Context: an optimization exercise on an open-source flow, tuned for small area and a short achievable clock period. The choices shown serve that exercise and are no tape-out recipe. No run shown here included a check of the RTL's function; only the layout flow was run. No activity file was given, so power comes from the tool's default toggle rates.

==> flow/design.v (outline; a module is shown in full before it is edited, if it fits) <==
// module ALU: 2374 lines
module ALU (
    input             clk,
    input             rst,
    input             i_vld,
    input      [31:0] i_a,
    input      [31:0] i_b,
    input             opcode,
    output reg [31:0] o_res,
    output reg        o_res_vld,
    output reg        overflow
);
  // ...
==> flow/run.sh <==
#!/bin/bash
# synth_recipe.tcl (not shown) runs the flow's synth.tcl, then flattens the netlist and writes it again
# the make line also repeats each setting of config.mk as NAME=value (left out here)
make -C /OpenROAD-flow-scripts/flow DESIGN_CONFIG=/design/flow/config.mk WORK_HOME=/design/flow/orfs CLKGATE_MAP_FILE= SYNTH_SCRIPT=/design/flow/synth_recipe.tcl finish
==> flow/config.mk <==
export PLATFORM = sky130hd
export DESIGN_NAME = ALU
export DESIGN_NICKNAME = ALU
export VERILOG_FILES = /design/flow/design.v
export SDC_FILE = /design/flow/constraint.sdc
export NUM_CORES = 4
export LEC_CHECK = 0
export ABC_AREA = 1
export CAP_MARGIN = 20
export CORE_MARGIN = 2
export CORE_UTILIZATION = 40
export PLACE_DENSITY = 0.6
export SETUP_SLACK_MARGIN = 5
export SLEW_MARGIN = 20
==> flow/constraint.sdc <==
create_clock -name core_clock -period 9.0 [get_ports {clk}]
set_input_delay 1.8000 -clock core_clock [delete_from_list [all_inputs] [get_ports {clk}]]
set_output_delay 1.8000 -clock core_clock [all_outputs]
set_load 0.01 [all_outputs]
==> load_flow_metrics.sql, run 1 <==
INSERT INTO impl_metrics (metric_group, metric, value, unit) VALUES
('global_route', 'busiest_layer', 'met2', ''),
('cells_and_area', 'register_share_of_the_cell_area', '0.2627', ''),
('worst_setup_path', 'startpoint', 'benc1[11]', ''),
('clock_network', 'cts_tree', 'built', ''),
('global_route', 'via_count_of_the_first_global_routing_pass', '28540', ''),
('route', 'drt-pass1-iter-count', '6', ''),
('min_path', 'min_delay_path_depth', '0', ''),
('placed_design', 'post-place-cells', '5322', ''),
('clock_network', 'hold_buffers', '0', ''),
('cells_and_area', 'layout.nets', '4789', ''),
('global_route', 'met3_usage', '0.05490', ''),
('run_status', 'status', 'timing/DRC/antenna clean', ''),
('worst_setup_path', 'end_kind', 'register', ''),
('synth', 'ys_warn_count', '1', ''),
('synth', 'synthDistinctLibCells', '63', ''),
('sta', 'relSlewSlack', '0.1976', ''),
('cells_and_area', 'diodes', '1', ''),
('min_path', 'hold_start', 'inf2', ''),
('placed_design', 'detailed_place.area', '37340', 'um2'),
('worst_setup_path', 'start_kind', 'register', ''),
('global_route', 'grt_use_met1', '0.3288', ''),
('worst_setup_path', 'criticalPathCategory', 'register to register', ''),
('floorplan', 'coreArea', '88100', 'um2'),
('clock_network', 'cts-resized-gates', '4', ''),
('synth', 'mappedNetlistArea', '35440', 'um2'),
('placed_design', 'place_hpwl', '79760', 'um'),
('worst_setup_path', 'crit_path_end', 't2[66]', ''),
('synth', 'yosys-top-cells-area', 'dfxtp_1 29%, fa_1 14%, xor2_1 9.4%', ''),
('pwr', 'power_sequential', '3800', 'uW'),
('pwr', 'static-leakage-power', '0.01808', 'uW'),
('cells_and_area', 'multi_input_gate_share_of_total_cell_area', '0.5516', ''),
('synth', 'synth_most_common_cell', 'inv_1', ''),
('pwr', 'ir_worst_vdd', '174.6', 'uV'),
('sta', 'fin_skew', '0.04861', 'ns'),
('cells_and_area', 'top_regs', 't2 x127, t3 x90', ''),
('pwr', 'p_comb', '6560', 'uW');
==> run 2: changes to the inputs <==
--- a/flow/design.v
+++ b/flow/design.v
@@ -1040,30 +1040,16 @@
 wire s633;
 wire c634;
 wire s635;
 wire c636;
 wire s637;
 wire c638;
 wire s639;
 wire c640;
-wire s641;
-wire c642;
-wire s643;
-wire c644;
-wire s645;
-wire c646;
-wire s647;
-wire c648;
-wire s649;
-wire c650;
-wire s651;
-wire c652;
-wire s653;
-wire c654;
 assign pp0_0 = ((benc1[1] & ma1[0]) | (benc1[2] & 1'b0)) ^ benc1[0];
 assign pp0_1 = ((benc1[1] & ma1[1]) | (benc1[2] & ma1[0])) ^ benc1[0];
 assign pp0_2 = ((benc1[1] & ma1[2]) | (benc1[2] & ma1[1])) ^ benc1[0];
 assign pp0_3 = ((benc1[1] & ma1[3]) | (benc1[2] & ma1[2])) ^ benc1[0];
 assign pp0_4 = ((benc1[1] & ma1[4]) | (benc1[2] & ma1[3])) ^ benc1[0];
 assign pp0_5 = ((benc1[1] & ma1[5]) | (benc1[2] & ma1[4])) ^ benc1[0];
 assign pp0_6 = ((benc1[1] & ma1[6]) | (benc1[2] & ma1[5])) ^ benc1[0];
 assign pp0_7 = ((benc1[1] & ma1[7]) | (benc1[2] & ma1[6])) ^ benc1[0];
@@ -1854,344 +1840,362 @@
 assign s457 = c354 ^ s355 ^ s201;
 assign c458 = (c354 & s355) | (c354 & s201) | (s355 & s201);
 assign s459 = c356 ^ s357 ^ pp11_19;
 assign c460 = (c356 & s357) | (c356 & pp11_19) | (s357 & pp11_19);
 assign s461 = c358 ^ s359 ^ pp12_18;
 assign c462 = (c358 & s359) | (c358 & pp12_18) | (s359 & pp12_18);
 assign s463 = c364 ^ c210 ^ s211;
 assign c464 = (c364 & c210) | (c364 & s211) | (c210 & s211);
-assign s465 = c368 ^ c4 ^ s5;
-assign c466 = (c368 & c4) | (c368 & s5) | (c4 & s5);
-assign s467 = c376 ^ s377 ^ s31;
-assign c468 = (c376 & s377) | (c376 & s31) | (s377 & s31);
-assign s469 = c378 ^ s379 ^ s37;
-assign c470 = (c378 & s379) | (c378 & s37) | (s379 & s37);
-assign s471 = c380 ^ s381 ^ pp7_1;
-assign c472 = (c380 & s381) | (c380 & pp7_1) | (s381 & pp7_1);
-assign s473 = c382 ^ s383 ^ s243;
-assign c474 = (c382 & s383) | (c382 & s243) | (s383 & s243);
-assign s475 = c384 ^ s385 ^ s247;
-assign c476 = (c384 & s385) | (c384 & s247) | (s385 & s247);
-assign s477 = c386 ^ s387;
-assign c478 = c386 & s387;
-assign s479 = c388 ^ s389;
-assign c480 = c388 & s389;
-assign s481 = c390 ^ s391;
-assign c482 = c390 & s391;
-assign s483 = c392 ^ c394;
-assign c484 = c392 & c394;
-assign s485 = c396 ^ c398 ^ s399;
-assign c486 = (c396 & c398) | (c396 & s399) | (c398 & s399);
-assign s487 = s401 ^ s273;
-assign c488 = s401 & s273;
-assign s489 = c400 ^ c402 ^ s403;
-assign c490 = (c400 & c402) | (c400 & s403) | (c402 & s403);
-assign s491 = s405 ^ s279 ^ pp11_1;
-assign c492 = (s405 & s279) | (s405 & pp11_1) | (s279 & pp11_1);
-assign s493 = c404 ^ c406 ^ s407;
-assign c494 = (c404 & c406) | (c404 & s407) | (c406 & s407);
-assign s495 = s409 ^ s285 ^ pp12_0;
-assign c496 = (s409 & s285) | (s409 & pp12_0) | (s285 & pp12_0);
-assign s497 = c408 ^ c410 ^ s411;
-assign c498 = (c408 & c410) | (c408 & s411) | (c410 & s411);
-assign s499 = s413 ^ s291 ^ s115;
-assign c500 = (s413 & s291) | (s413 & s115) | (s291 & s115);
-assign s501 = c412 ^ c414 ^ s415;
-assign c502 = (c412 & c414) | (c412 & s415) | (c414 & s415);
-assign s503 = s417 ^ s297 ^ s299;
-assign c504 = (s417 & s297) | (s417 & s299) | (s297 & s299);
-assign s505 = c416 ^ c418 ^ s419;
-assign c506 = (c416 & c418) | (c416 & s419) | (c418 & s419);
-assign s507 = s421 ^ s303 ^ s305;
-assign c508 = (s421 & s303) | (s421 & s305) | (s303 & s305);
-assign s509 = c420 ^ c422 ^ s423;
-assign c510 = (c420 & c422) | (c420 & s423) | (c422 & s423);
-assign s511 = s425 ^ s311 ^ pp12_4;
-assign c512 = (s425 & s311) | (s425 & pp12_4) | (s311 & pp12_4);
-assign s513 = c424 ^ c426 ^ s427;
-assign c514 = (c424 & c426) | (c424 & s427) | (c426 & s427);
-assign s515 = s429 ^ s317 ^ pp12_5;
-assign c516 = (s429 & s317) | (s429 & pp12_5) | (s317 & pp12_5);
-assign s517 = c428 ^ c430 ^ s431;
-assign c518 = (c428 & c430) | (c428 & s431) | (c430 & s431);
-assign s519 = s433 ^ s151 ^ s153;
-assign c520 = (s433 & s151) | (s433 & s153) | (s151 & s153);
-assign s521 = c432 ^ c434 ^ s435;
-assign c522 = (c432 & c434) | (c432 & s435) | (c434 & s435);
-assign s523 = c436 ^ c438 ^ s439;
-assign c524 = (c436 & c438) | (c436 & s439) | (c438 & s439);
-assign s525 = s441 ^ s165;
-assign c526 = s441 & s165;
-assign s527 = c440 ^ c442 ^ s443;
-assign c528 = (c440 & c442) | (c440 & s443) | (c442 & s443);
-assign s529 = c444 ^ s445 ^ s339;
-assign c530 = (c444 & s445) | (c444 & s339) | (s445 & s339);
-assign s531 = c446 ^ s447;
-assign c532 = c446 & s447;
-assign s533 = c448 ^ s449 ^ s347;
-assign c534 = (c448 & s449) | (c448 & s347) | (s449 & s347);
-assign s535 = c450 ^ s451;
-assign c536 = c450 & s451;
-assign s537 = c452 ^ s453 ^ pp12_14;
-assign c538 = (c452 & s453) | (c452 & pp12_14) | (s453 & pp12_14);
-assign s539 = c458 ^ s459 ^ pp12_17;
-assign c540 = (c458 & s459) | (c458 & pp12_17) | (s459 & pp12_17);
-assign s541 = c462 ^ c360 ^ s361;
-assign c542 = (c462 & c360) | (c462 & s361) | (c360 & s361);
-assign s543 = c464 ^ c212 ^ s213;
-assign c544 = (c464 & c212) | (c464 & s213) | (c212 & s213);
 reg        op2, sign2, nan2, inf2, zero2, sub2;
 reg [23:0] L2, S2;
 reg [7:0]  exp2;      
-reg [126:0] t2;
+reg [158:0] t2;
 always @(posedge clk) begin
     op2 <= op1; nan2 <= nan1; inf2 <= inf1; zero2 <= zero1;
     sign2 <= op1 ? mul_sign : add_sign;
     sub2 <= sa ^ sb;
     L2 <= L1; S2 <= S1; exp2 <= op1 ? exp_raw : expL;
-    t2 <= {s365, c544, s543, s463, s363, c362, c542, s541, s461, c460, c540, s539, s457, c456, s455, c454, c538, s537, c536, pp12_13, s189, s535, c534, s533, c532, pp12_11, s343, s531, c530, s529, c528, s335, s527, c526, c524, pp12_8, s525, s523, c522, s437, s521, c520, c518, s519, s517, c516, c514, s515, s513, c512, c510, s511, s509, c508, c506, s507, s505, c504, c502, s503, s501, c500, c498, s499, s497, c496, c494, s495, s493, c492, c490, s491, s489, c488, c486, benc1[33], s487, s485, c484, s397, s395, s483, c482, s75, s393, s481, c480, s257, s255, s479, c478, s61, s251, s477, c476, s475, c474, s473, c472, s471, c470, s469, c468, pp6_1, s467, s375, c374, s373, c372, s371, c370, pp4_1, s369, s221, c220, s219, c218, benc1[9], s217, c466, s465, s367, s215, s1, pp0_1, benc1[0], pp0_0};
+    t2 <= {s365, s213, c212, c464, s463, s363, c362, s361, c360, c462, s461, c460, pp12_17, s459, c458, s457, c456, s455, c454, pp12_14, s453, c452, pp12_13, s189, s451, c450, s347, s449, c448, pp12_11, s343, s447, c446, s339, s445, c444, s335, s443, c442, c440, pp12_8, s165, s441, s439, c438, c436, s437, s435, c434, c432, s153, s151, s433, s431, c430, c428, pp12_5, s317, s429, s427, c426, c424, pp12_4, s311, s425, s423, c422, c420, s305, s303, s421, s419, c418, c416, s299, s297, s417, s415, c414, c412, s115, s291, s413, s411, c410, c408, pp12_0, s285, s409, s407, c406, c404, pp11_1, s279, s405, s403, c402, c400, benc1[33], s273, s401, s399, c398, c396, s397, s395, c394, c392, s75, s393, s391, c390, s257, s255, s389, c388, s61, s251, s387, c386, s247, s385, c384, s243, s383, c382, pp7_1, s381, c380, s37, s379, c378, pp6_1, s31, s377, c376, s375, c374, s373, c372, s371, c370, pp4_1, s369, s221, c220, s219, c218, benc1[9], s217, s5, c4, c368, s367, s215, s1, pp0_1, benc1[0], pp0_0};
 end
 wire t2_0_0 = t2[0];
 wire t2_0_1 = t2[1];
 wire t2_1_0 = t2[2];
 wire t2_2_0 = t2[3];
 wire t2_3_0 = t2[4];
 wire t2_4_0 = t2[5];
 wire t2_5_0 = t2[6];
-wire t2_6_0 = t2[7];
-wire t2_6_1 = t2[8];
-wire t2_6_2 = t2[9];
-wire t2_7_0 = t2[10];
-wire t2_7_1 = t2[11];
-wire t2_8_0 = t2[12];
-wire t2_8_1 = t2[13];
-wire t2_9_0 = t2[14];
-wire t2_9_1 = t2[15];
-wire t2_10_0 = t2[16];
-wire t2_10_1 = t2[17];
-wire t2_11_0 = t2[18];
-wire t2_11_1 = t2[19];
-wire t2_12_0 = t2[20];
-wire t2_12_1 = t2[21];
-wire t2_13_0 = t2[22];
-wire t2_13_1 = t2[23];
-wire t2_14_0 = t2[24];
-wire t2_14_1 = t2[25];
-wire t2_15_0 = t2[26];
-wire t2_15_1 = t2[27];
-wire t2_16_0 = t2[28];
-wire t2_16_1 = t2[29];
-wire t2_17_0 = t2[30];
-wire t2_17_1 = t2[31];
-wire t2_18_0 = t2[32];
-wire t2_18_1 = t2[33];
-wire t2_18_2 = t2[34];
-wire t2_18_3 = t2[35];
-wire t2_19_0 = t2[36];
-wire t2_19_1 = t2[37];
-wire t2_19_2 = t2[38];
-wire t2_19_3 = t2[39];
-wire t2_20_0 = t2[40];
-wire t2_20_1 = t2[41];
-wire t2_20_2 = t2[42];
-wire t2_20_3 = t2[43];
-wire t2_21_0 = t2[44];
-wire t2_21_1 = t2[45];
-wire t2_21_2 = t2[46];
-wire t2_21_3 = t2[47];
-wire t2_22_0 = t2[48];
-wire t2_22_1 = t2[49];
-wire t2_22_2 = t2[50];
-wire t2_22_3 = t2[51];
-wire t2_23_0 = t2[52];
-wire t2_23_1 = t2[53];
-wire t2_23_2 = t2[54];
-wire t2_23_3 = t2[55];
-wire t2_24_0 = t2[56];
-wire t2_24_1 = t2[57];
-wire t2_24_2 = t2[58];
-wire t2_24_3 = t2[59];
-wire t2_25_0 = t2[60];
-wire t2_25_1 = t2[61];
-wire t2_25_2 = t2[62];
-wire t2_25_3 = t2[63];
-wire t2_26_0 = t2[64];
-wire t2_26_1 = t2[65];
-wire t2_26_2 = t2[66];
-wire t2_26_3 = t2[67];
-wire t2_27_0 = t2[68];
-wire t2_27_1 = t2[69];
-wire t2_27_2 = t2[70];
-wire t2_27_3 = t2[71];
-wire t2_28_0 = t2[72];
-wire t2_28_1 = t2[73];
-wire t2_28_2 = t2[74];
-wire t2_28_3 = t2[75];
-wire t2_29_0 = t2[76];
-wire t2_29_1 = t2[77];
-wire t2_29_2 = t2[78];
-wire t2_29_3 = t2[79];
-wire t2_30_0 = t2[80];
-wire t2_30_1 = t2[81];
-wire t2_30_2 = t2[82];
-wire t2_30_3 = t2[83];
-wire t2_31_0 = t2[84];
-wire t2_31_1 = t2[85];
-wire t2_31_2 = t2[86];
-wire t2_31_3 = t2[87];
-wire t2_32_0 = t2[88];
-wire t2_32_1 = t2[89];
-wire t2_32_2 = t2[90];
-wire t2_32_3 = t2[91];
-wire t2_33_0 = t2[92];
-wire t2_33_1 = t2[93];
-wire t2_33_2 = t2[94];
-wire t2_33_3 = t2[95];
-wire t2_34_0 = t2[96];
-wire t2_34_1 = t2[97];
-wire t2_35_0 = t2[98];
-wire t2_35_1 = t2[99];
-wire t2_35_2 = t2[100];
-wire t2_35_3 = t2[101];
-wire t2_36_0 = t2[102];
-wire t2_36_1 = t2[103];
-wire t2_37_0 = t2[104];
-wire t2_37_1 = t2[105];
-wire t2_37_2 = t2[106];
-wire t2_37_3 = t2[107];
-wire t2_38_0 = t2[108];
-wire t2_38_1 = t2[109];
-wire t2_39_0 = t2[110];
-wire t2_39_1 = t2[111];
-wire t2_39_2 = t2[112];
-wire t2_40_0 = t2[113];
-wire t2_40_1 = t2[114];
-wire t2_41_0 = t2[115];
-wire t2_42_0 = t2[116];
-wire t2_42_1 = t2[117];
-wire t2_42_2 = t2[118];
-wire t2_43_0 = t2[119];
-wire t2_44_0 = t2[120];
-wire t2_44_1 = t2[121];
-wire t2_44_2 = t2[122];
-wire t2_45_0 = t2[123];
-wire t2_46_0 = t2[124];
-wire t2_47_0 = t2[125];
-wire t2_47_1 = t2[126];
-assign s545 = t2_18_0 ^ t2_18_1;
-assign c546 = t2_18_0 & t2_18_1;
-assign s547 = t2_19_0 ^ t2_19_1 ^ t2_19_2;
-assign c548 = (t2_19_0 & t2_19_1) | (t2_19_0 & t2_19_2) | (t2_19_1 & t2_19_2);
-assign s549 = t2_20_0 ^ t2_20_1 ^ t2_20_2;
-assign c550 = (t2_20_0 & t2_20_1) | (t2_20_0 & t2_20_2) | (t2_20_1 & t2_20_2);
-assign s551 = t2_21_0 ^ t2_21_1 ^ t2_21_2;
-assign c552 = (t2_21_0 & t2_21_1) | (t2_21_0 & t2_21_2) | (t2_21_1 & t2_21_2);
-assign s553 = t2_22_0 ^ t2_22_1 ^ t2_22_2;
-assign c554 = (t2_22_0 & t2_22_1) | (t2_22_0 & t2_22_2) | (t2_22_1 & t2_22_2);
-assign s555 = t2_23_0 ^ t2_23_1 ^ t2_23_2;
-assign c556 = (t2_23_0 & t2_23_1) | (t2_23_0 & t2_23_2) | (t2_23_1 & t2_23_2);
-assign s557 = t2_24_0 ^ t2_24_1 ^ t2_24_2;
-assign c558 = (t2_24_0 & t2_24_1) | (t2_24_0 & t2_24_2) | (t2_24_1 & t2_24_2);
-assign s559 = t2_25_0 ^ t2_25_1 ^ t2_25_2;
-assign c560 = (t2_25_0 & t2_25_1) | (t2_25_0 & t2_25_2) | (t2_25_1 & t2_25_2);
-assign s561 = t2_26_0 ^ t2_26_1 ^ t2_26_2;
-assign c562 = (t2_26_0 & t2_26_1) | (t2_26_0 & t2_26_2) | (t2_26_1 & t2_26_2);
-assign s563 = t2_27_0 ^ t2_27_1 ^ t2_27_2;
-assign c564 = (t2_27_0 & t2_27_1) | (t2_27_0 & t2_27_2) | (t2_27_1 & t2_27_2);
-assign s565 = t2_28_0 ^ t2_28_1 ^ t2_28_2;
-assign c566 = (t2_28_0 & t2_28_1) | (t2_28_0 & t2_28_2) | (t2_28_1 & t2_28_2);
-assign s567 = t2_29_0 ^ t2_29_1 ^ t2_29_2;
-assign c568 = (t2_29_0 & t2_29_1) | (t2_29_0 & t2_29_2) | (t2_29_1 & t2_29_2);
-assign s569 = t2_30_0 ^ t2_30_1 ^ t2_30_2;
-assign c570 = (t2_30_0 & t2_30_1) | (t2_30_0 & t2_30_2) | (t2_30_1 & t2_30_2);
-assign s571 = t2_31_0 ^ t2_31_1 ^ t2_31_2;
-assign c572 = (t2_31_0 & t2_31_1) | (t2_31_0 & t2_31_2) | (t2_31_1 & t2_31_2);
-assign s573 = t2_32_0 ^ t2_32_1 ^ t2_32_2;
-assign c574 = (t2_32_0 & t2_32_1) | (t2_32_0 & t2_32_2) | (t2_32_1 & t2_32_2);
-assign s575 = t2_33_0 ^ t2_33_1 ^ t2_33_2;
-assign c576 = (t2_33_0 & t2_33_1) | (t2_33_0 & t2_33_2) | (t2_33_1 & t2_33_2);
-assign s577 = t2_35_0 ^ t2_35_1;
-assign c578 = t2_35_0 & t2_35_1;
-assign s579 = t2_37_0 ^ t2_37_1;
-assign c580 = t2_37_0 & t2_37_1;
-assign s581 = t2_6_0 ^ t2_6_1;
-assign c582 = t2_6_0 & t2_6_1;
-assign s583 = t2_7_0 ^ t2_7_1;
-assign c584 = t2_7_0 & t2_7_1;
-assign s585 = t2_8_0 ^ t2_8_1;
-assign c586 = t2_8_0 & t2_8_1;
-assign s587 = t2_9_0 ^ t2_9_1;
-assign c588 = t2_9_0 & t2_9_1;
-assign s589 = t2_10_0 ^ t2_10_1;
-assign c590 = t2_10_0 & t2_10_1;
-assign s591 = t2_11_0 ^ t2_11_1;
-assign c592 = t2_11_0 & t2_11_1;
-assign s593 = t2_12_0 ^ t2_12_1;
-assign c594 = t2_12_0 & t2_12_1;
-assign s595 = t2_13_0 ^ t2_13_1;
-assign c596 = t2_13_0 & t2_13_1;
-assign s597 = t2_14_0 ^ t2_14_1;
-assign c598 = t2_14_0 & t2_14_1;
-assign s599 = t2_15_0 ^ t2_15_1;
-assign c600 = t2_15_0 & t2_15_1;
-assign s601 = t2_16_0 ^ t2_16_1;
-assign c602 = t2_16_0 & t2_16_1;
-assign s603 = t2_17_0 ^ t2_17_1;
-assign c604 = t2_17_0 & t2_17_1;
-assign s605 = s545 ^ t2_18_2 ^ t2_18_3;
-assign c606 = (s545 & t2_18_2) | (s545 & t2_18_3) | (t2_18_2 & t2_18_3);
-assign s607 = c546 ^ s547 ^ t2_19_3;
-assign c608 = (c546 & s547) | (c546 & t2_19_3) | (s547 & t2_19_3);
-assign s609 = c548 ^ s549 ^ t2_20_3;
-assign c610 = (c548 & s549) | (c548 & t2_20_3) | (s549 & t2_20_3);
-assign s611 = c550 ^ s551 ^ t2_21_3;
-assign c612 = (c550 & s551) | (c550 & t2_21_3) | (s551 & t2_21_3);
-assign s613 = c552 ^ s553 ^ t2_22_3;
-assign c614 = (c552 & s553) | (c552 & t2_22_3) | (s553 & t2_22_3);
-assign s615 = c554 ^ s555 ^ t2_23_3;
-assign c616 = (c554 & s555) | (c554 & t2_23_3) | (s555 & t2_23_3);
-assign s617 = c556 ^ s557 ^ t2_24_3;
-assign c618 = (c556 & s557) | (c556 & t2_24_3) | (s557 & t2_24_3);
-assign s619 = c558 ^ s559 ^ t2_25_3;
-assign c620 = (c558 & s559) | (c558 & t2_25_3) | (s559 & t2_25_3);
-assign s621 = c560 ^ s561 ^ t2_26_3;
-assign c622 = (c560 & s561) | (c560 & t2_26_3) | (s561 & t2_26_3);
-assign s623 = c562 ^ s563 ^ t2_27_3;
-assign c624 = (c562 & s563) | (c562 & t2_27_3) | (s563 & t2_27_3);
-assign s625 = c564 ^ s565 ^ t2_28_3;
-assign c626 = (c564 & s565) | (c564 & t2_28_3) | (s565 & t2_28_3);
-assign s627 = c566 ^ s567 ^ t2_29_3;
-assign c628 = (c566 & s567) | (c566 & t2_29_3) | (s567 & t2_29_3);
-assign s629 = c568 ^ s569 ^ t2_30_3;
-assign c630 = (c568 & s569) | (c568 & t2_30_3) | (s569 & t2_30_3);
-assign s631 = c570 ^ s571 ^ t2_31_3;
-assign c632 = (c570 & s571) | (c570 & t2_31_3) | (s571 & t2_31_3);
-assign s633 = c572 ^ s573 ^ t2_32_3;
-assign c634 = (c572 & s573) | (c572 & t2_32_3) | (s573 & t2_32_3);
-assign s635 = c574 ^ s575 ^ t2_33_3;
-assign c636 = (c574 & s575) | (c574 & t2_33_3) | (s575 & t2_33_3);
-assign s637 = c576 ^ t2_34_0 ^ t2_34_1;
-assign c638 = (c576 & t2_34_0) | (c576 & t2_34_1) | (t2_34_0 & t2_34_1);
-assign s639 = s577 ^ t2_35_2 ^ t2_35_3;
-assign c640 = (s577 & t2_35_2) | (s577 & t2_35_3) | (t2_35_2 & t2_35_3);
-assign s641 = c578 ^ t2_36_0 ^ t2_36_1;
-assign c642 = (c578 & t2_36_0) | (c578 & t2_36_1) | (t2_36_0 & t2_36_1);
-assign s643 = s579 ^ t2_37_2 ^ t2_37_3;
-assign c644 = (s579 & t2_37_2) | (s579 & t2_37_3) | (t2_37_2 & t2_37_3);
-assign s645 = c580 ^ t2_38_0 ^ t2_38_1;
-assign c646 = (c580 & t2_38_0) | (c580 & t2_38_1) | (t2_38_0 & t2_38_1);
-assign s647 = t2_39_0 ^ t2_39_1 ^ t2_39_2;
-assign c648 = (t2_39_0 & t2_39_1) | (t2_39_0 & t2_39_2) | (t2_39_1 & t2_39_2);
-assign s649 = t2_40_0 ^ t2_40_1;
-assign c650 = t2_40_0 & t2_40_1;
-assign s651 = t2_42_0 ^ t2_42_1;
-assign c652 = t2_42_0 & t2_42_1;
-assign s653 = t2_44_0 ^ t2_44_1;
-assign c654 = t2_44_0 & t2_44_1;
+wire t2_5_1 = t2[7];
+wire t2_5_2 = t2[8];
+wire t2_6_0 = t2[9];
+wire t2_6_1 = t2[10];
+wire t2_7_0 = t2[11];
+wire t2_7_1 = t2[12];
+wire t2_8_0 = t2[13];
+wire t2_8_1 = t2[14];
+wire t2_9_0 = t2[15];
+wire t2_9_1 = t2[16];
+wire t2_10_0 = t2[17];
+wire t2_10_1 = t2[18];
+wire t2_11_0 = t2[19];
+wire t2_11_1 = t2[20];
+wire t2_12_0 = t2[21];
+wire t2_12_1 = t2[22];
+wire t2_13_0 = t2[23];
+wire t2_13_1 = t2[24];
+wire t2_13_2 = t2[25];
+wire t2_13_3 = t2[26];
+wire t2_14_0 = t2[27];
+wire t2_14_1 = t2[28];
+wire t2_14_2 = t2[29];
+wire t2_15_0 = t2[30];
+wire t2_15_1 = t2[31];
+wire t2_15_2 = t2[32];
+wire t2_16_0 = t2[33];
+wire t2_16_1 = t2[34];
+wire t2_16_2 = t2[35];
+wire t2_17_0 = t2[36];
+wire t2_17_1 = t2[37];
+wire t2_17_2 = t2[38];
+wire t2_18_0 = t2[39];
+wire t2_18_1 = t2[40];
+wire t2_18_2 = t2[41];
+wire t2_18_3 = t2[42];
+wire t2_19_0 = t2[43];
+wire t2_19_1 = t2[44];
+wire t2_19_2 = t2[45];
+wire t2_19_3 = t2[46];
+wire t2_20_0 = t2[47];
+wire t2_20_1 = t2[48];
+wire t2_20_2 = t2[49];
+wire t2_20_3 = t2[50];
+wire t2_21_0 = t2[51];
+wire t2_21_1 = t2[52];
+wire t2_21_2 = t2[53];
+wire t2_21_3 = t2[54];
+wire t2_22_0 = t2[55];
+wire t2_22_1 = t2[56];
+wire t2_22_2 = t2[57];
+wire t2_22_3 = t2[58];
+wire t2_22_4 = t2[59];
+wire t2_22_5 = t2[60];
+wire t2_23_0 = t2[61];
+wire t2_23_1 = t2[62];
+wire t2_23_2 = t2[63];
+wire t2_23_3 = t2[64];
+wire t2_23_4 = t2[65];
+wire t2_23_5 = t2[66];
+wire t2_24_0 = t2[67];
+wire t2_24_1 = t2[68];
+wire t2_24_2 = t2[69];
+wire t2_24_3 = t2[70];
+wire t2_24_4 = t2[71];
+wire t2_24_5 = t2[72];
+wire t2_25_0 = t2[73];
+wire t2_25_1 = t2[74];
+wire t2_25_2 = t2[75];
+wire t2_25_3 = t2[76];
+wire t2_25_4 = t2[77];
+wire t2_25_5 = t2[78];
+wire t2_26_0 = t2[79];
+wire t2_26_1 = t2[80];
+wire t2_26_2 = t2[81];
+wire t2_26_3 = t2[82];
+wire t2_26_4 = t2[83];
+wire t2_26_5 = t2[84];
+wire t2_27_0 = t2[85];
+wire t2_27_1 = t2[86];
+wire t2_27_2 = t2[87];
+wire t2_27_3 = t2[88];
+wire t2_27_4 = t2[89];
+wire t2_27_5 = t2[90];
+wire t2_28_0 = t2[91];
+wire t2_28_1 = t2[92];
+wire t2_28_2 = t2[93];
+wire t2_28_3 = t2[94];
+wire t2_28_4 = t2[95];
+wire t2_28_5 = t2[96];
+wire t2_29_0 = t2[97];
+wire t2_29_1 = t2[98];
+wire t2_29_2 = t2[99];
+wire t2_29_3 = t2[100];
+wire t2_29_4 = t2[101];
+wire t2_29_5 = t2[102];
+wire t2_30_0 = t2[103];
+wire t2_30_1 = t2[104];
+wire t2_30_2 = t2[105];
+wire t2_30_3 = t2[106];
+wire t2_30_4 = t2[107];
+wire t2_30_5 = t2[108];
+wire t2_31_0 = t2[109];
+wire t2_31_1 = t2[110];
+wire t2_31_2 = t2[111];
+wire t2_31_3 = t2[112];
+wire t2_32_0 = t2[113];
+wire t2_32_1 = t2[114];
+wire t2_32_2 = t2[115];
+wire t2_32_3 = t2[116];
+wire t2_32_4 = t2[117];
+wire t2_32_5 = t2[118];
+wire t2_33_0 = t2[119];
+wire t2_33_1 = t2[120];
+wire t2_33_2 = t2[121];
+wire t2_33_3 = t2[122];
+wire t2_34_0 = t2[123];
+wire t2_34_1 = t2[124];
+wire t2_34_2 = t2[125];
+wire t2_35_0 = t2[126];
+wire t2_35_1 = t2[127];
+wire t2_35_2 = t2[128];
+wire t2_35_3 = t2[129];
+wire t2_36_0 = t2[130];
+wire t2_36_1 = t2[131];
+wire t2_36_2 = t2[132];
+wire t2_37_0 = t2[133];
+wire t2_37_1 = t2[134];
+wire t2_37_2 = t2[135];
+wire t2_37_3 = t2[136];
+wire t2_38_0 = t2[137];
+wire t2_38_1 = t2[138];
+wire t2_38_2 = t2[139];
+wire t2_39_0 = t2[140];
+wire t2_39_1 = t2[141];
+wire t2_40_0 = t2[142];
+wire t2_40_1 = t2[143];
+wire t2_41_0 = t2[144];
+wire t2_41_1 = t2[145];
+wire t2_41_2 = t2[146];
+wire t2_42_0 = t2[147];
+wire t2_42_1 = t2[148];
+wire t2_43_0 = t2[149];
+wire t2_43_1 = t2[150];
+wire t2_43_2 = t2[151];
+wire t2_44_0 = t2[152];
+wire t2_44_1 = t2[153];
+wire t2_45_0 = t2[154];
+wire t2_46_0 = t2[155];
+wire t2_46_1 = t2[156];
+wire t2_46_2 = t2[157];
+wire t2_47_0 = t2[158];
+assign s465 = t2_22_0 ^ t2_22_1 ^ t2_22_2;
+assign c466 = (t2_22_0 & t2_22_1) | (t2_22_0 & t2_22_2) | (t2_22_1 & t2_22_2);
+assign s467 = t2_23_0 ^ t2_23_1 ^ t2_23_2;
+assign c468 = (t2_23_0 & t2_23_1) | (t2_23_0 & t2_23_2) | (t2_23_1 & t2_23_2);
+assign s469 = t2_23_3 ^ t2_23_4;
+assign c470 = t2_23_3 & t2_23_4;
+assign s471 = t2_24_0 ^ t2_24_1 ^ t2_24_2;
+assign c472 = (t2_24_0 & t2_24_1) | (t2_24_0 & t2_24_2) | (t2_24_1 & t2_24_2);
+assign s473 = t2_24_3 ^ t2_24_4 ^ t2_24_5;
+assign c474 = (t2_24_3 & t2_24_4) | (t2_24_3 & t2_24_5) | (t2_24_4 & t2_24_5);
+assign s475 = t2_25_0 ^ t2_25_1 ^ t2_25_2;
+assign c476 = (t2_25_0 & t2_25_1) | (t2_25_0 & t2_25_2) | (t2_25_1 & t2_25_2);
+assign s477 = t2_25_3 ^ t2_25_4 ^ t2_25_5;
+assign c478 = (t2_25_3 & t2_25_4) | (t2_25_3 & t2_25_5) | (t2_25_4 & t2_25_5);
+assign s479 = t2_26_0 ^ t2_26_1 ^ t2_26_2;
+assign c480 = (t2_26_0 & t2_26_1) | (t2_26_0 & t2_26_2) | (t2_26_1 & t2_26_2);
+assign s481 = t2_26_3 ^ t2_26_4 ^ t2_26_5;
+assign c482 = (t2_26_3 & t2_26_4) | (t2_26_3 & t2_26_5) | (t2_26_4 & t2_26_5);
+assign s483 = t2_27_0 ^ t2_27_1 ^ t2_27_2;
+assign c484 = (t2_27_0 & t2_27_1) | (t2_27_0 & t2_27_2) | (t2_27_1 & t2_27_2);
+assign s485 = t2_27_3 ^ t2_27_4 ^ t2_27_5;
+assign c486 = (t2_27_3 & t2_27_4) | (t2_27_3 & t2_27_5) | (t2_27_4 & t2_27_5);
+assign s487 = t2_28_0 ^ t2_28_1 ^ t2_28_2;
+assign c488 = (t2_28_0 & t2_28_1) | (t2_28_0 & t2_28_2) | (t2_28_1 & t2_28_2);
+assign s489 = t2_28_3 ^ t2_28_4 ^ t2_28_5;
+assign c490 = (t2_28_3 & t2_28_4) | (t2_28_3 & t2_28_5) | (t2_28_4 & t2_28_5);
+assign s491 = t2_29_0 ^ t2_29_1 ^ t2_29_2;
+assign c492 = (t2_29_0 & t2_29_1) | (t2_29_0 & t2_29_2) | (t2_29_1 & t2_29_2);
+assign s493 = t2_29_3 ^ t2_29_4 ^ t2_29_5;
+assign c494 = (t2_29_3 & t2_29_4) | (t2_29_3 & t2_29_5) | (t2_29_4 & t2_29_5);
+assign s495 = t2_30_0 ^ t2_30_1 ^ t2_30_2;
+assign c496 = (t2_30_0 & t2_30_1) | (t2_30_0 & t2_30_2) | (t2_30_1 & t2_30_2);
+assign s497 = t2_30_3 ^ t2_30_4 ^ t2_30_5;
+assign c498 = (t2_30_3 & t2_30_4) | (t2_30_3 & t2_30_5) | (t2_30_4 & t2_30_5);
+assign s499 = t2_31_0 ^ t2_31_1 ^ t2_31_2;
+assign c500 = (t2_31_0 & t2_31_1) | (t2_31_0 & t2_31_2) | (t2_31_1 & t2_31_2);
+assign s501 = t2_32_0 ^ t2_32_1 ^ t2_32_2;
+assign c502 = (t2_32_0 & t2_32_1) | (t2_32_0 & t2_32_2) | (t2_32_1 & t2_32_2);
+assign s503 = t2_32_3 ^ t2_32_4;
+assign c504 = t2_32_3 & t2_32_4;
+assign s505 = t2_33_0 ^ t2_33_1 ^ t2_33_2;
+assign c506 = (t2_33_0 & t2_33_1) | (t2_33_0 & t2_33_2) | (t2_33_1 & t2_33_2);
+assign s507 = t2_13_0 ^ t2_13_1;
+assign c508 = t2_13_0 & t2_13_1;
+assign s509 = t2_14_0 ^ t2_14_1;
+assign c510 = t2_14_0 & t2_14_1;
+assign s511 = t2_15_0 ^ t2_15_1;
+assign c512 = t2_15_0 & t2_15_1;
+assign s513 = t2_16_0 ^ t2_16_1;
+assign c514 = t2_16_0 & t2_16_1;
+assign s515 = t2_17_0 ^ t2_17_1;
+assign c516 = t2_17_0 & t2_17_1;
+assign s517 = t2_18_0 ^ t2_18_1 ^ t2_18_2;
+assign c518 = (t2_18_0 & t2_18_1) | (t2_18_0 & t2_18_2) | (t2_18_1 & t2_18_2);
+assign s519 = t2_19_0 ^ t2_19_1 ^ t2_19_2;
+assign c520 = (t2_19_0 & t2_19_1) | (t2_19_0 & t2_19_2) | (t2_19_1 & t2_19_2);
+assign s521 = t2_20_0 ^ t2_20_1 ^ t2_20_2;
+assign c522 = (t2_20_0 & t2_20_1) | (t2_20_0 & t2_20_2) | (t2_20_1 & t2_20_2);
+assign s523 = t2_21_0 ^ t2_21_1 ^ t2_21_2;
+assign c524 = (t2_21_0 & t2_21_1) | (t2_21_0 & t2_21_2) | (t2_21_1 & t2_21_2);
+assign s525 = s465 ^ t2_22_3 ^ t2_22_4;
+assign c526 = (s465 & t2_22_3) | (s465 & t2_22_4) | (t2_22_3 & t2_22_4);
+assign s527 = c466 ^ s467 ^ s469;
+assign c528 = (c466 & s467) | (c466 & s469) | (s467 & s469);
+assign s529 = c468 ^ c470 ^ s471;
+assign c530 = (c468 & c470) | (c468 & s471) | (c470 & s471);
+assign s531 = c472 ^ c474 ^ s475;
+assign c532 = (c472 & c474) | (c472 & s475) | (c474 & s475);
+assign s533 = c476 ^ c478 ^ s479;
+assign c534 = (c476 & c478) | (c476 & s479) | (c478 & s479);
+assign s535 = c480 ^ c482 ^ s483;
+assign c536 = (c480 & c482) | (c480 & s483) | (c482 & s483);
+assign s537 = c484 ^ c486 ^ s487;
+assign c538 = (c484 & c486) | (c484 & s487) | (c486 & s487);
+assign s539 = c488 ^ c490 ^ s491;
+assign c540 = (c488 & c490) | (c488 & s491) | (c490 & s491);
+assign s541 = c492 ^ c494 ^ s495;
+assign c542 = (c492 & c494) | (c492 & s495) | (c494 & s495);
+assign s543 = c496 ^ c498 ^ s499;
+assign c544 = (c496 & c498) | (c496 & s499) | (c498 & s499);
+assign s545 = c500 ^ s501 ^ s503;
+assign c546 = (c500 & s501) | (c500 & s503) | (s501 & s503);
+assign s547 = c502 ^ c504 ^ s505;
+assign c548 = (c502 & c504) | (c502 & s505) | (c504 & s505);
+assign s549 = c506 ^ t2_34_0 ^ t2_34_1;
+assign c550 = (c506 & t2_34_0) | (c506 & t2_34_1) | (t2_34_0 & t2_34_1);
+assign s551 = t2_35_0 ^ t2_35_1 ^ t2_35_2;
+assign c552 = (t2_35_0 & t2_35_1) | (t2_35_0 & t2_35_2) | (t2_35_1 & t2_35_2);
+assign s553 = t2_36_0 ^ t2_36_1;
+assign c554 = t2_36_0 & t2_36_1;
+assign s555 = t2_37_0 ^ t2_37_1 ^ t2_37_2;
+assign c556 = (t2_37_0 & t2_37_1) | (t2_37_0 & t2_37_2) | (t2_37_1 & t2_37_2);
+assign s557 = t2_38_0 ^ t2_38_1;
+assign c558 = t2_38_0 & t2_38_1;
+assign s559 = t2_5_0 ^ t2_5_1;
+assign c560 = t2_5_0 & t2_5_1;
+assign s561 = t2_6_0 ^ t2_6_1;
+assign c562 = t2_6_0 & t2_6_1;
+assign s563 = t2_7_0 ^ t2_7_1;
+assign c564 = t2_7_0 & t2_7_1;
+assign s565 = t2_8_0 ^ t2_8_1;
+assign c566 = t2_8_0 & t2_8_1;
+assign s567 = t2_9_0 ^ t2_9_1;
+assign c568 = t2_9_0 & t2_9_1;
+assign s569 = t2_10_0 ^ t2_10_1;
+assign c570 = t2_10_0 & t2_10_1;
+assign s571 = t2_11_0 ^ t2_11_1;
+assign c572 = t2_11_0 & t2_11_1;
+assign s573 = t2_12_0 ^ t2_12_1;
+assign c574 = t2_12_0 & t2_12_1;
+assign s575 = s507 ^ t2_13_2 ^ t2_13_3;
+assign c576 = (s507 & t2_13_2) | (s507 & t2_13_3) | (t2_13_2 & t2_13_3);
+assign s577 = c508 ^ s509 ^ t2_14_2;
+assign c578 = (c508 & s509) | (c508 & t2_14_2) | (s509 & t2_14_2);
+assign s579 = c510 ^ s511 ^ t2_15_2;
+assign c580 = (c510 & s511) | (c510 & t2_15_2) | (s511 & t2_15_2);
+assign s581 = c512 ^ s513 ^ t2_16_2;
+assign c582 = (c512 & s513) | (c512 & t2_16_2) | (s513 & t2_16_2);
+assign s583 = c514 ^ s515 ^ t2_17_2;
+assign c584 = (c514 & s515) | (c514 & t2_17_2) | (s515 & t2_17_2);
+assign s585 = c516 ^ s517 ^ t2_18_3;
+assign c586 = (c516 & s517) | (c516 & t2_18_3) | (s517 & t2_18_3);
+assign s587 = c518 ^ s519 ^ t2_19_3;
+assign c588 = (c518 & s519) | (c518 & t2_19_3) | (s519 & t2_19_3);
+assign s589 = c520 ^ s521 ^ t2_20_3;
+assign c590 = (c520 & s521) | (c520 & t2_20_3) | (s521 & t2_20_3);
+assign s591 = c522 ^ s523 ^ t2_21_3;
+assign c592 = (c522 & s523) | (c522 & t2_21_3) | (s523 & t2_21_3);
+assign s593 = c524 ^ s525 ^ t2_22_5;
+assign c594 = (c524 & s525) | (c524 & t2_22_5) | (s525 & t2_22_5);
+assign s595 = c526 ^ s527 ^ t2_23_5;
+assign c596 = (c526 & s527) | (c526 & t2_23_5) | (s527 & t2_23_5);
+assign s597 = c528 ^ s529 ^ s473;
+assign c598 = (c528 & s529) | (c528 & s473) | (s529 & s473);
+assign s599 = c530 ^ s531 ^ s477;
+assign c600 = (c530 & s531) | (c530 & s477) | (s531 & s477);
+assign s601 = c532 ^ s533 ^ s481;
+assign c602 = (c532 & s533) | (c532 & s481) | (s533 & s481);
+assign s603 = c534 ^ s535 ^ s485;
+assign c604 = (c534 & s535) | (c534 & s485) | (s535 & s485);
+assign s605 = c536 ^ s537 ^ s489;
+assign c606 = (c536 & s537) | (c536 & s489) | (s537 & s489);
+assign s607 = c538 ^ s539 ^ s493;
+assign c608 = (c538 & s539) | (c538 & s493) | (s539 & s493);
+assign s609 = c540 ^ s541 ^ s497;
+assign c610 = (c540 & s541) | (c540 & s497) | (s541 & s497);
+assign s611 = c542 ^ s543 ^ t2_31_3;
+assign c612 = (c542 & s543) | (c542 & t2_31_3) | (s543 & t2_31_3);
+assign s613 = c544 ^ s545 ^ t2_32_5;
+assign c614 = (c544 & s545) | (c544 & t2_32_5) | (s545 & t2_32_5);
+assign s615 = c546 ^ s547 ^ t2_33_3;
+assign c616 = (c546 & s547) | (c546 & t2_33_3) | (s547 & t2_33_3);
+assign s617 = c548 ^ s549 ^ t2_34_2;
+assign c618 = (c548 & s549) | (c548 & t2_34_2) | (s549 & t2_34_2);
+assign s619 = c550 ^ s551 ^ t2_35_3;
+assign c620 = (c550 & s551) | (c550 & t2_35_3) | (s551 & t2_35_3);
+assign s621 = c552 ^ s553 ^ t2_36_2;
+assign c622 = (c552 & s553) | (c552 & t2_36_2) | (s553 & t2_36_2);
+assign s623 = c554 ^ s555 ^ t2_37_3;
+assign c624 = (c554 & s555) | (c554 & t2_37_3) | (s555 & t2_37_3);
+assign s625 = c556 ^ s557 ^ t2_38_2;
+assign c626 = (c556 & s557) | (c556 & t2_38_2) | (s557 & t2_38_2);
+assign s627 = c558 ^ t2_39_0 ^ t2_39_1;
+assign c628 = (c558 & t2_39_0) | (c558 & t2_39_1) | (t2_39_0 & t2_39_1);
+assign s629 = t2_40_0 ^ t2_40_1;
+assign c630 = t2_40_0 & t2_40_1;
+assign s631 = t2_41_0 ^ t2_41_1 ^ t2_41_2;
+assign c632 = (t2_41_0 & t2_41_1) | (t2_41_0 & t2_41_2) | (t2_41_1 & t2_41_2);
+assign s633 = t2_42_0 ^ t2_42_1;
+assign c634 = t2_42_0 & t2_42_1;
+assign s635 = t2_43_0 ^ t2_43_1 ^ t2_43_2;
+assign c636 = (t2_43_0 & t2_43_1) | (t2_43_0 & t2_43_2) | (t2_43_1 & t2_43_2);
+assign s637 = t2_44_0 ^ t2_44_1;
+assign c638 = t2_44_0 & t2_44_1;
+assign s639 = t2_46_0 ^ t2_46_1;
+assign c640 = t2_46_0 & t2_46_1;
 wire [24:0] sum = {1'b0, L2} + ({1'b0, S2} ^ {25{sub2}}) + {24'b0, sub2};
 wire        sz  = sub2 ? (L2 == S2) : ~|(L2 | S2);    
 reg  [2:0]  lz;
 always @(*) begin
     if      (sum[22]) lz = 3'd1;
     else if (sum[21]) lz = 3'd2;
     else if (sum[20]) lz = 3'd3;
     else if (sum[19]) lz = 3'd4;
@@ -2199,114 +2203,116 @@
     else if (sum[17]) lz = 3'd6;
     else              lz = 3'd7;
 end
 reg        op3, sign3, nan3, inf3, zero3;
 reg [7:0]  exp3;
 reg [24:0] sum3;
 reg        sz3;
 reg [2:0]  lz3;
-reg [89:0] t3;
+reg [91:0] t3;
 always @(posedge clk) begin
     op3 <= op2; sign3 <= sign2; nan3 <= nan2; inf3 <= inf2; zero3 <= zero2;
     exp3 <= exp2; sum3 <= sum; sz3 <= sz; lz3 <= lz;
-    t3 <= {t2_47_1, t2_47_0, t2_46_0, t2_45_0, c654, t2_44_2, s653, t2_43_0, c652, t2_42_2, s651, t2_41_0, c650, s649, c648, s647, c646, s645, c644, s643, c642, s641, c640, s639, c638, s637, c636, s635, c634, s633, c632, s631, c630, s629, c628, s627, c626, s625, c624, s623, c622, s621, c620, s619, c618, s617, c616, s615, c614, s613, c612, s611, c610, s609, c608, s607, c606, s605, c604, s603, c602, s601, c600, s599, c598, s597, c596, s595, c594, s593, c592, s591, c590, s589, c588, s587, c586, s585, c584, s583, c582, t2_6_2, s581, t2_5_0, t2_4_0, t2_3_0, t2_2_0, t2_1_0, t2_0_1, t2_0_0};
+    t3 <= {t2_47_0, c640, t2_46_2, s639, t2_45_0, c638, s637, c636, s635, c634, s633, c632, s631, c630, s629, c628, s627, c626, s625, c624, s623, c622, s621, c620, s619, c618, s617, c616, s615, c614, s613, c612, s611, c610, s609, c608, s607, c606, s605, c604, s603, c602, s601, c600, s599, c598, s597, c596, s595, c594, s593, c592, s591, c590, s589, c588, s587, c586, s585, c584, s583, c582, s581, c580, s579, c578, s577, c576, s575, c574, s573, c572, s571, c570, s569, c568, s567, c566, s565, c564, s563, c562, s561, c560, t2_5_2, s559, t2_4_0, t2_3_0, t2_2_0, t2_1_0, t2_0_1, t2_0_0};
 end
 wire x3_0 = t3[0];
 wire y3_0 = t3[1];
 wire x3_1 = t3[2];
 wire x3_2 = t3[3];
 wire x3_3 = t3[4];
 wire x3_4 = t3[5];
 wire x3_5 = t3[6];
-wire x3_6 = t3[7];
-wire y3_6 = t3[8];
-wire x3_7 = t3[9];
-wire y3_7 = t3[10];
-wire x3_8 = t3[11];
-wire y3_8 = t3[12];
-wire x3_9 = t3[13];
-wire y3_9 = t3[14];
-wire x3_10 = t3[15];
-wire y3_10 = t3[16];
-wire x3_11 = t3[17];
-wire y3_11 = t3[18];
-wire x3_12 = t3[19];
-wire y3_12 = t3[20];
-wire x3_13 = t3[21];
-wire y3_13 = t3[22];
-wire x3_14 = t3[23];
-wire y3_14 = t3[24];
-wire x3_15 = t3[25];
-wire y3_15 = t3[26];
-wire x3_16 = t3[27];
-wire y3_16 = t3[28];
-wire x3_17 = t3[29];
-wire y3_17 = t3[30];
-wire x3_18 = t3[31];
-wire y3_18 = t3[32];
-wire x3_19 = t3[33];
-wire y3_19 = t3[34];
-wire x3_20 = t3[35];
-wire y3_20 = t3[36];
-wire x3_21 = t3[37];
-wire y3_21 = t3[38];
-wire x3_22 = t3[39];
-wire y3_22 = t3[40];
-wire x3_23 = t3[41];
-wire y3_23 = t3[42];
-wire x3_24 = t3[43];
-wire y3_24 = t3[44];
-wire x3_25 = t3[45];
-wire y3_25 = t3[46];
-wire x3_26 = t3[47];
-wire y3_26 = t3[48];
-wire x3_27 = t3[49];
-wire y3_27 = t3[50];
-wire x3_28 = t3[51];
-wire y3_28 = t3[52];
-wire x3_29 = t3[53];
-wire y3_29 = t3[54];
-wire x3_30 = t3[55];
-wire y3_30 = t3[56];
-wire x3_31 = t3[57];
-wire y3_31 = t3[58];
-wire x3_32 = t3[59];
-wire y3_32 = t3[60];
-wire x3_33 = t3[61];
-wire y3_33 = t3[62];
-wire x3_34 = t3[63];
-wire y3_34 = t3[64];
-wire x3_35 = t3[65];
-wire y3_35 = t3[66];
-wire x3_36 = t3[67];
-wire y3_36 = t3[68];
-wire x3_37 = t3[69];
-wire y3_37 = t3[70];
-wire x3_38 = t3[71];
-wire y3_38 = t3[72];
-wire x3_39 = t3[73];
-wire y3_39 = t3[74];
-wire x3_40 = t3[75];
-wire y3_40 = t3[76];
-wire x3_41 = t3[77];
-wire y3_41 = t3[78];
-wire x3_42 = t3[79];
-wire y3_42 = t3[80];
-wire x3_43 = t3[81];
-wire y3_43 = t3[82];
-wire x3_44 = t3[83];
-wire y3_44 = t3[84];
-wire x3_45 = t3[85];
-wire y3_45 = t3[86];
-wire x3_46 = t3[87];
-wire x3_47 = t3[88];
-wire y3_47 = t3[89];
+wire y3_5 = t3[7];
+wire x3_6 = t3[8];
+wire y3_6 = t3[9];
+wire x3_7 = t3[10];
+wire y3_7 = t3[11];
+wire x3_8 = t3[12];
+wire y3_8 = t3[13];
+wire x3_9 = t3[14];
+wire y3_9 = t3[15];
+wire x3_10 = t3[16];
+wire y3_10 = t3[17];
+wire x3_11 = t3[18];
+wire y3_11 = t3[19];
+wire x3_12 = t3[20];
+wire y3_12 = t3[21];
+wire x3_13 = t3[22];
+wire y3_13 = t3[23];
+wire x3_14 = t3[24];
+wire y3_14 = t3[25];
+wire x3_15 = t3[26];
+wire y3_15 = t3[27];
+wire x3_16 = t3[28];
+wire y3_16 = t3[29];
+wire x3_17 = t3[30];
+wire y3_17 = t3[31];
+wire x3_18 = t3[32];
+wire y3_18 = t3[33];
+wire x3_19 = t3[34];
+wire y3_19 = t3[35];
+wire x3_20 = t3[36];
+wire y3_20 = t3[37];
+wire x3_21 = t3[38];
+wire y3_21 = t3[39];
+wire x3_22 = t3[40];
+wire y3_22 = t3[41];
+wire x3_23 = t3[42];
+wire y3_23 = t3[43];
+wire x3_24 = t3[44];
+wire y3_24 = t3[45];
+wire x3_25 = t3[46];
+wire y3_25 = t3[47];
+wire x3_26 = t3[48];
+wire y3_26 = t3[49];
+wire x3_27 = t3[50];
+wire y3_27 = t3[51];
+wire x3_28 = t3[52];
+wire y3_28 = t3[53];
+wire x3_29 = t3[54];
+wire y3_29 = t3[55];
+wire x3_30 = t3[56];
+wire y3_30 = t3[57];
+wire x3_31 = t3[58];
+wire y3_31 = t3[59];
+wire x3_32 = t3[60];
+wire y3_32 = t3[61];
+wire x3_33 = t3[62];
+wire y3_33 = t3[63];
+wire x3_34 = t3[64];
+wire y3_34 = t3[65];
+wire x3_35 = t3[66];
+wire y3_35 = t3[67];
+wire x3_36 = t3[68];
+wire y3_36 = t3[69];
+wire x3_37 = t3[70];
+wire y3_37 = t3[71];
+wire x3_38 = t3[72];
+wire y3_38 = t3[73];
+wire x3_39 = t3[74];
+wire y3_39 = t3[75];
+wire x3_40 = t3[76];
+wire y3_40 = t3[77];
+wire x3_41 = t3[78];
+wire y3_41 = t3[79];
+wire x3_42 = t3[80];
+wire y3_42 = t3[81];
+wire x3_43 = t3[82];
+wire y3_43 = t3[83];
+wire x3_44 = t3[84];
+wire y3_44 = t3[85];
+wire x3_45 = t3[86];
+wire y3_45 = t3[87];
+wire x3_46 = t3[88];
+wire y3_46 = t3[89];
+wire x3_47 = t3[90];
+wire y3_47 = t3[91];
 wire [47:0] X = {x3_47, x3_46, x3_45, x3_44, x3_43, x3_42, x3_41, x3_40, x3_39, x3_38, x3_37, x3_36, x3_35, x3_34, x3_33, x3_32, x3_31, x3_30, x3_29, x3_28, x3_27, x3_26, x3_25, x3_24, x3_23, x3_22, x3_21, x3_20, x3_19, x3_18, x3_17, x3_16, x3_15, x3_14, x3_13, x3_12, x3_11, x3_10, x3_9, x3_8, x3_7, x3_6, x3_5, x3_4, x3_3, x3_2, x3_1, x3_0};
-wire [47:0] Y = {y3_47, 1'b0, y3_45, y3_44, y3_43, y3_42, y3_41, y3_40, y3_39, y3_38, y3_37, y3_36, y3_35, y3_34, y3_33, y3_32, y3_31, y3_30, y3_29, y3_28, y3_27, y3_26, y3_25, y3_24, y3_23, y3_22, y3_21, y3_20, y3_19, y3_18, y3_17, y3_16, y3_15, y3_14, y3_13, y3_12, y3_11, y3_10, y3_9, y3_8, y3_7, y3_6, 1'b0, 1'b0, 1'b0, 1'b0, 1'b0, y3_0};
+wire [47:0] Y = {y3_47, y3_46, y3_45, y3_44, y3_43, y3_42, y3_41, y3_40, y3_39, y3_38, y3_37, y3_36, y3_35, y3_34, y3_33, y3_32, y3_31, y3_30, y3_29, y3_28, y3_27, y3_26, y3_25, y3_24, y3_23, y3_22, y3_21, y3_20, y3_19, y3_18, y3_17, y3_16, y3_15, y3_14, y3_13, y3_12, y3_11, y3_10, y3_9, y3_8, y3_7, y3_6, y3_5, 1'b0, 1'b0, 1'b0, 1'b0, y3_0};
 wire [47:0] prod = X + Y;
 wire [47:0] zc = {X[46:1] | Y[46:1], X[0] & Y[0], 1'b0};
 wire [47:0] zt = X ^ Y ^ zc;
 wire        st0 = |zt[22:0];    
 wire        st1 = |zt[23:1];    
 reg  [22:0] aman;
 reg  [7:0]  aexp;
 always @(*) begin
==> run 2 against run 1 <==
Against the previous run:
- wire length increased by 1.5%
- critical path depth increased by 4
- area after synthesis increased by 2.0%
- core utilization about the same
- first-iteration DRC count decreased by 6.4%
- fmax increased by 2.7%
- design area increased by 1.8%
- clock skew decreased by 0.025 ns
- sequential share of layout area increased by 1.2 points
- clock power increased by 7%
- non-clock buffer count increased by 3
==> load_flow_metrics.sql, run 2 <==
INSERT INTO impl_metrics (metric_group, metric, value, unit) VALUES
('min_path', 'min_delay_path_depth', '0', ''),
('synth', 'yosys.area_share.adder', '0.2244', ''),
('clock_network', 'clk_transition_reported_paths', '0.06', 'ns'),
('synth', 'synthDistinctLibCells', '62', ''),
('sta', 'timing.final.setup_violations', '0', ''),
('placed_design', 'globalplace.congestion', '0.9119', ''),
('sta', 'final.hold.worst_slack', '0.3214', 'ns'),
('pwr', 'power.density_cell_area', '335.8', 'nW/um2'),
('synth', 'synth-seq-area-share', '0.3057', ''),
('synth', 'synth_nets', '4905', ''),
('clock_network', 'clock_sinks', '551', ''),
('global_route', 'grt_util_all_layers', '0.2355', ''),
('route', 'drc', '0', ''),
('worst_setup_path', 'worst_ep_arrival_time', '4.30', 'ns'),
('placed_design', 'place_hpwl', '82080', 'um'),
('cells_and_area', 'stdcell_count', '5556', ''),
('worst_setup_path', 'start_kind', 'input pin', ''),
('cells_and_area', 'layout.nets', '4895', ''),
('global_route', 'via_count_of_the_first_global_routing_pass', '29230', ''),
('clock_network', 'cts_max_path_buffers', '3', ''),
('worst_setup_path', 'timing.reg2reg.setup_slack', '5.27', 'ns'),
('global_route', 'grt_first_pass_wirelength', '171300', 'um'),
('clock_network', 'hold_buffers', '0', ''),
('cells_and_area', 'largest_register_ffs', '159', ''),
('clock_network', 'cts_tree', 'built', ''),
('route', 'drt-wirelength-per-cell', '19.98', 'um'),
('sta', 'finalMaxSlewViolations', '0', ''),
('sta', 'worst_slack', '5.246', 'ns'),
('worst_setup_path', 'crit-reg2reg-capture', 't2[31]', ''),
('cells_and_area', 'diodes', '0', ''),
('pwr', 'ir_worst_vdd', '173.3', 'uV'),
('floorplan', 'vert_die_dim', '304.7', 'um'),
('cells_and_area', 'layout_area_overhead', '11.22', '%'),
('sta', 'relSlewSlack', '0.2050', ''),
('synth', 'yosys-top-cells-area', 'dfxtp_1 30%, fa_1 14%, xor2_1 9.6%', ''),
('route', 'routed_wirelength', '111000', 'um'),
('global_route', 'grt_start_max_net_pins', '59', ''),
('cells_and_area', 'top_register', 't2', ''),
('synth', 'ys_warn_count', '1', ''),
('route', 'route.vias.total', '29480', ''),
('global_route', 'grt_antenna_before_repair', '4', ''),
('synth', 'synthesis.area_per_instance', '8.330', 'um2'),
('synth', 'synth_common_cells', '661 x inv_1, 610 x nand2_1, 546 x dfxtp_1, 396 x xor2_1, 288 x o22ai_1', ''),
('route', 'drtIter0Drc', '2642', ''),
('synth', 'synth.mux.area_fraction', '0.004740', ''),
('worst_setup_path', 'end_kind', 'register', ''),
('synth', 'mappedNetlistArea', '36160', 'um2'),
('synth', 'async_reset_ff_frac', '0.009074', ''),
('cells_and_area', 'top_regs', 't2 x159, t3 x92', ''),
('sta', 'timing.fmax', '266.4', 'MHz'),
('synth', 'synth-edff-count', '0', ''),
('placed_design', 'post-place-cells', '5446', ''),
('floorplan', 'coreArea', '89740', 'um2'),
('synth', 'syn-instance-count', '4341', ''),
('synth', 'synthSimpleGateAreaFrac', '0.1300', ''),
('sta', 'period_minus_slack', '3.754', 'ns'),
('synth', 'post-synth-top-area-fraction', '0.3023', ''),
('sta', 'fin_skew', '0.02395', 'ns'),
('run_status', 'status', 'timing/DRC/antenna clean', ''),
('sta', 'worst-slew-pin-transition', '1.185', 'ns'),
('clock_network', 'root_buffer', 'clkbuf_16', ''),
('synth', 'synth_most_common_cell', 'inv_1', ''),
('global_route', 'grt.overflow.total', '0', ''),
('worst_setup_path', 'criticalPathCategory', 'input pin to register', ''),
('route', 'drt-pass1-iter-count', '6', ''),
('min_path', 'holdCritPathClass', 'register to register', ''),
('pwr', 'static-leakage-power', '0.01866', 'uW'),
('min_path', 'hold_start', 'sign3', ''),
('worst_setup_path', 'critical_path_peak_fanout', '9', ''),
('worst_setup_path', 'r2r_cells', '7', ''),
('floorplan', 'die_footprint', '92820', 'um2');
==> run 2: where the power goes <==
group	leakage [uW]	total (uW)	internal (uW)	switching [uW]
registers	0.00465	4000	3420	588
logic	0.0130	6880	2630	4250
clock network	0.00105	2620	1560	1060
total	0.0187	13500	7610	5900
==> run 2: cell families (layout without fill, tap and decap cells) <==
kind of cell    count (synthesis)  after routing
mux                            17             17
simple gates                 1106           1106
fa+ha+maj                     496            496
xor+xnor                      418            418
compound gates                845            845
buf+inv                       908            947
flops                         551            551
==> run 2: area by class of cell <==
class,count,area (um2),share of cell area
repair buffers,144,1334,0.03316
flip-flops and latches,551,11060,0.2749
clock buffers,76,1650,0.04103
inverters,693,2603,0.06471
clock inverters,34,474.2,0.01179
multi-input cells,2882,21630,0.5378
well taps,1176,1471,0.03659
==> run 2: layer usage <==
metal	global-route usage	routed length, um	up-vias
li1	-	-	14040
met1	0.3189	49110	13810
met2	0.3633	47820	1328
met3	0.05486	9622	291
met4	0.09187	4419	4
met5	0	26	-
==> run 2: what timing repair did <==
| action | CTS | global route |
|---|---|---|
| gates cloned | 0 | 0 |
| setup buffers | 0 | 0 |
| endpoints found under the setup margin | 1 | 4 |
| resized for setup | 1 | 3 |
==> run 2: worst max-delay path, delay by kind of cell <==
| kind | cells | cell delay (ns) |
|---|---|---|
| AO/OA/AOI/OAI | 1 | 0.23 |
| adder cells (fa/ha/maj) | 2 | 0.64 |
| buffers and inverters | 3 | 0.73 |
| AND/OR/NAND/NOR | 7 | 0.89 |
==> run 2: stage by stage <==
step                utilization  cell area, um2  total power [uW]
floorplan                     -           36160              8454
global placement         0.4244           38090             10770
detailed placement       0.4244           38090             10850
CTS                      0.4481           40210             13530
global route             0.4482           40220             14690
finish                   0.4482           40220             13510
==> run 2: worst max path at each step <==
| stage | cells after the start | slack, ns | endpoint | startpoint |
|---|---|---|---|---|
| global placement | 13 | 4.26 | sh5[2] | i_a[23] |
| floorplan | 12 | 5.21 | sh5[2] | i_a[23] |
| global route | 13 | 5.10 | sh5[2] | i_a[23] |
| CTS | 13 | 5.10 | sh5[2] | i_a[23] |
| detailed placement | 13 | 4.31 | sh5[2] | i_a[23] |
| finish | 13 | 5.25 | sh5[2] | i_a[23] |

==> afterwards: timing with drivers on the ports <==
How much do the figures lean on ideal ports? The routed layouts below were timed once more, with nothing changed but the port constraints.
Step 1 assumes that a clkbuf_16 drives the clock port and a buf_2 every other input.
Step 2 adds t to the input delays and takes it off the output delays; t is the mean of the earliest and latest rising clock arrival at the registers after step 1. Input paths then give back, and output paths get back, about the clock's delay inside the block.
Three values: ideal, step 1, step 2; two values: the first two.
| run | shift t [ns] | setup WS [ns] | worst register clock-pin slew, ns | worst data-port slew with drivers (ns) | pins driven straight from the clock port |
|---|---|---|---|---|---|
| run 1 | 0.704 | 5.147 / 5.147 / 4.518 | 0.07 / 0.07 | 0.08 | 1 |
| run 2 | 0.710 | 5.246 / 5.266 / 4.570 | 0.07 / 0.07 | 0.09 | 1 |
After both steps every run listed still meets setup and hold. For run 2, which loses most, drivers alone change the setup slack by +0.020 ns; drivers and shift together by -0.676 ns.
